This design comes from an exercise in tuning for small area and a short achievable clock period on the open sky130 flow, not from production work.
Only simulation tests tie the RTL to the original design; equivalence was not proved.
No driver is modelled on the clock port, so clocking that relies on it looks cheaper here than on a real chip.

## fir_filter_top
module fir_filter_top #(
    parameter WIDTH = 16,
    parameter TAPS = 8,
    parameter COEFF_SUM = 20
) (
    input wire clk,
    input wire rst,
    input wire signed [WIDTH-1:0] x_in,
    output wire signed [WIDTH+3:0] y_out_raw,
    output wire signed [WIDTH+3:0] y_out
);
export LEC_CHECK = 0
export ABC_AREA = 1
export CAP_MARGIN = 20
export CORE_MARGIN = 2
export CORE_UTILIZATION = 40
export SLEW_MARGIN = 20
create_clock -name core_clock -period 10.0 [get_ports {clk}]
standard.sh (not shown) runs the stock make flow with config.mk's settings and CLKGATE_MAP_FILE= SYNTH_SCRIPT=/design/flow/synth_recipe.tcl, a recipe that flattens the netlist after the stock synthesis.
==> flow/flow/run.sh <==
#!/bin/bash
# The standard layout flow (standard.sh, its own synthesis unchanged) with:
# - port buffers of the small cell buf_1;
# - a clock tree of clkbuf_16 buffers, sinks clustered by up to 24, and no
#   dummy loads;
# - after CTS, a setup repair that aims for a 3 ns period (flow/post_cts.tcl);
#   the SDC keeps the design's 10 ns clock.
# ORFS writes each step's log under orfs/logs; make's output goes to standard.log.
set -euo pipefail
bash standard.sh \
  "BUFFER_PORTS_ARGS=-buffer_cell sky130_fd_sc_hd__buf_1" \
  "CTS_ARGS=-sink_clustering_enable -repair_clock_nets -buf_list sky130_fd_sc_hd__clkbuf_16 -root_buf sky130_fd_sc_hd__clkbuf_16 -sink_clustering_size 24 -sink_clustering_max_diameter 100 -dont_use_dummy_load" \
  "POST_CTS_TCL=$PWD/flow/post_cts.tcl" \
  finish > standard.log 2>&1
==> flow/flow/post_cts.tcl <==
# After CTS: repair setup toward a 3 ns period (slack margin 7 ns on the 10 ns
# clock), then legalize the placement again.
estimate_parasitics -placement
repair_timing -setup -setup_margin 7.0 -repair_tns 100
detailed_placement
Edit:
==> flow/flow/run.sh (replaced) <==
#!/bin/bash
# The standard layout flow, with small port buffers, a clock tree built
# from one buffer type without dummy loads, and after CTS a setup repair that
# aims for a 3.05 ns period (the SDC keeps the design's 10 ns clock).
set -euo pipefail
bash standard.sh \
  "BUFFER_PORTS_ARGS=-buffer_cell sky130_fd_sc_hd__buf_1" \
  "CTS_ARGS=-sink_clustering_enable -repair_clock_nets -buf_list sky130_fd_sc_hd__clkbuf_8 -root_buf sky130_fd_sc_hd__clkbuf_16 -sink_clustering_size 19 -sink_clustering_max_diameter 60 -dont_use_dummy_load" \
  "POST_CTS_TCL=$PWD/flow/post_cts.tcl" \
  finish > standard.log 2>&1
==> flow/flow/post_cts.tcl (replaced) <==
estimate_parasitics -placement
repair_timing -setup -setup_margin 7.0 -repair_tns 100
detailed_placement
Effect: Wire length goes up by 0.48%. Maximum frequency goes down by 0.50%. Non-clock buffer count does not change. Via count goes up by 0.75%. Flip-flop and latch count is unchanged. Utilization goes down by 0.11 points. Synthesized cell count is unchanged. Global-route usage goes up by 0.10 points. Worst hold slack is worse by 0.017 ns. Die area is unchanged.
Edit:
==> flow/flow/run.sh (replaced) <==
#!/bin/bash
# The standard layout flow (standard.sh, its own synthesis unchanged) with:
# - port buffers of the small cell buf_1;
# - a clock tree of clkbuf_16 buffers, sinks clustered by up to 24, and no
#   dummy loads;
# - after CTS, a setup repair that aims for a 3 ns period (flow/post_cts.tcl);
#   the SDC keeps the design's 10 ns clock.
# ORFS writes each step's log under orfs/logs; make's output goes to standard.log.
set -euo pipefail
bash standard.sh \
  "BUFFER_PORTS_ARGS=-buffer_cell sky130_fd_sc_hd__buf_1" \
  "CTS_ARGS=-sink_clustering_enable -repair_clock_nets -buf_list sky130_fd_sc_hd__clkbuf_16 -root_buf sky130_fd_sc_hd__clkbuf_16 -sink_clustering_size 24 -sink_clustering_max_diameter 100 -dont_use_dummy_load" \
  "POST_CTS_TCL=$PWD/flow/post_cts.tcl" \
  finish > standard.log 2>&1
==> flow/flow/post_cts.tcl (replaced) <==
# After CTS: repair setup toward a 3 ns period (slack margin 7 ns on the 10 ns
# clock), then legalize the placement again.
estimate_parasitics -placement
repair_timing -setup -setup_margin 7.1 -repair_tns 100
detailed_placement
=> Final area grows by 0.42%; setup slack improves by 0.015 ns; die area stays the same; area after synthesis is unchanged; routed wire length shrinks by 0.53%; count of clock-buffer cells in the layout shrinks by 7; clock skew shrinks by 0.037 ns; final cell count shrinks by 0.57%; register-to-register slack stays flat.
Edit:
--- a/flow/flow/run.sh
+++ b/flow/flow/run.sh
@@ -10,5 +10,5 @@
 bash standard.sh \
   "BUFFER_PORTS_ARGS=-buffer_cell sky130_fd_sc_hd__buf_1" \
-  "CTS_ARGS=-sink_clustering_enable -repair_clock_nets -buf_list sky130_fd_sc_hd__clkbuf_16 -root_buf sky130_fd_sc_hd__clkbuf_16 -sink_clustering_size 24 -sink_clustering_max_diameter 100 -dont_use_dummy_load" \
+  "CTS_ARGS=-sink_clustering_enable -repair_clock_nets -buf_list sky130_fd_sc_hd__clkbuf_16 -root_buf sky130_fd_sc_hd__clkbuf_16 -sink_clustering_size 24 -sink_clustering_max_diameter 100 -sink_clustering_levels 1 -dont_use_dummy_load" \
   "POST_CTS_TCL=$PWD/flow/post_cts.tcl" \
   finish > standard.log 2>&1
==> flow/flow/post_cts.tcl (replaced) <==
# After CTS: repair setup toward a 3 ns period (slack margin 7 ns on the 10 ns
# clock), then legalize the placement again.
estimate_parasitics -placement
repair_timing -setup -setup_margin 7.0 -repair_tns 100
detailed_placement
Outcome: The new run passed the timing, DRC and antenna checks; sequential share of layout area is about the same; register-to-register slack got worse by 0.03 ns; synthesized area does not change; final area stays flat.
Edit:
--- a/flow/flow/run.sh
+++ b/flow/flow/run.sh
@@ -10,5 +10,5 @@
 bash standard.sh \
   "BUFFER_PORTS_ARGS=-buffer_cell sky130_fd_sc_hd__buf_1" \
-  "CTS_ARGS=-sink_clustering_enable -repair_clock_nets -buf_list sky130_fd_sc_hd__clkbuf_16 -root_buf sky130_fd_sc_hd__clkbuf_16 -sink_clustering_size 24 -sink_clustering_max_diameter 100 -sink_clustering_levels 1 -dont_use_dummy_load" \
+  "CTS_ARGS=-sink_clustering_enable -repair_clock_nets -buf_list sky130_fd_sc_hd__clkbuf_16 -root_buf sky130_fd_sc_hd__clkbuf_16 -sink_clustering_size 24 -sink_clustering_max_diameter 100 -num_static_layers 1 -dont_use_dummy_load" \
   "POST_CTS_TCL=$PWD/flow/post_cts.tcl" \
   finish > standard.log 2>&1
=>
- clock-buffer cell count stays the same
- worst setup slack improves by 0.0030 ns
- first-iteration DRC count increases by 16%
- clock skew hardly moves
Edit:
==> flow/flow/run.sh (replaced) <==
#!/bin/bash
# The standard layout flow, with small port buffers, a clock tree built
# from one buffer type without dummy loads, and after CTS a setup repair that
# aims for a 3.05 ns period (the SDC keeps the design's 10 ns clock).
set -euo pipefail
bash standard.sh \
  "BUFFER_PORTS_ARGS=-buffer_cell sky130_fd_sc_hd__buf_1" \
  "CTS_ARGS=-sink_clustering_enable -repair_clock_nets -buf_list sky130_fd_sc_hd__clkbuf_16 -root_buf sky130_fd_sc_hd__clkbuf_16 -sink_clustering_size 24 -sink_clustering_max_diameter 100 -dont_use_dummy_load" \
  "POST_CTS_TCL=$PWD/flow/post_cts.tcl" \
  finish > standard.log 2>&1
==> flow/flow/post_cts.tcl (replaced) <==
estimate_parasitics -placement
repair_timing -setup -setup_margin 7.0 -repair_tns 100
detailed_placement
Result: The new run finished with timing, DRC and antenna clean; synthesized area stays the same; critical path depth does not change.

-- re-timing with driven ports --
Ports are ideal in the flow. The routed layouts listed here were re-timed in OpenROAD.
Step 1 assumes that a clkbuf_16 drives the clock port and a buf_2 every other input.
Step 2 adds t to the input delays and takes it off the output delays; t is the mean of the earliest and latest rising clock arrival at the registers after step 1. Input paths then give back, and output paths get back, about the clock's delay inside the block.
Three values: no drivers, after step 1, after step 2; two values: the first two.
run | t (ns) | slack for setup (ns) | worst data-port slew with drivers (ns)
the first run | 0.510 | 7.013 / 6.971 / 6.701 | 0.03
the second run | 0.509 | 6.997 / 6.955 / 6.716 | 0.03
the third run | 0.510 | 7.012 / 6.971 / 6.702 | 0.03
the fourth run | 0.510 | 7.013 / 6.971 / 6.701 | 0.03
the fifth run | 0.510 | 7.016 / 6.975 / 6.711 | 0.03
the sixth run | 0.510 | 7.013 / 6.971 / 6.701 | 0.03
After both steps every run listed still meets setup and hold. Setup slack includes reset recovery checks.
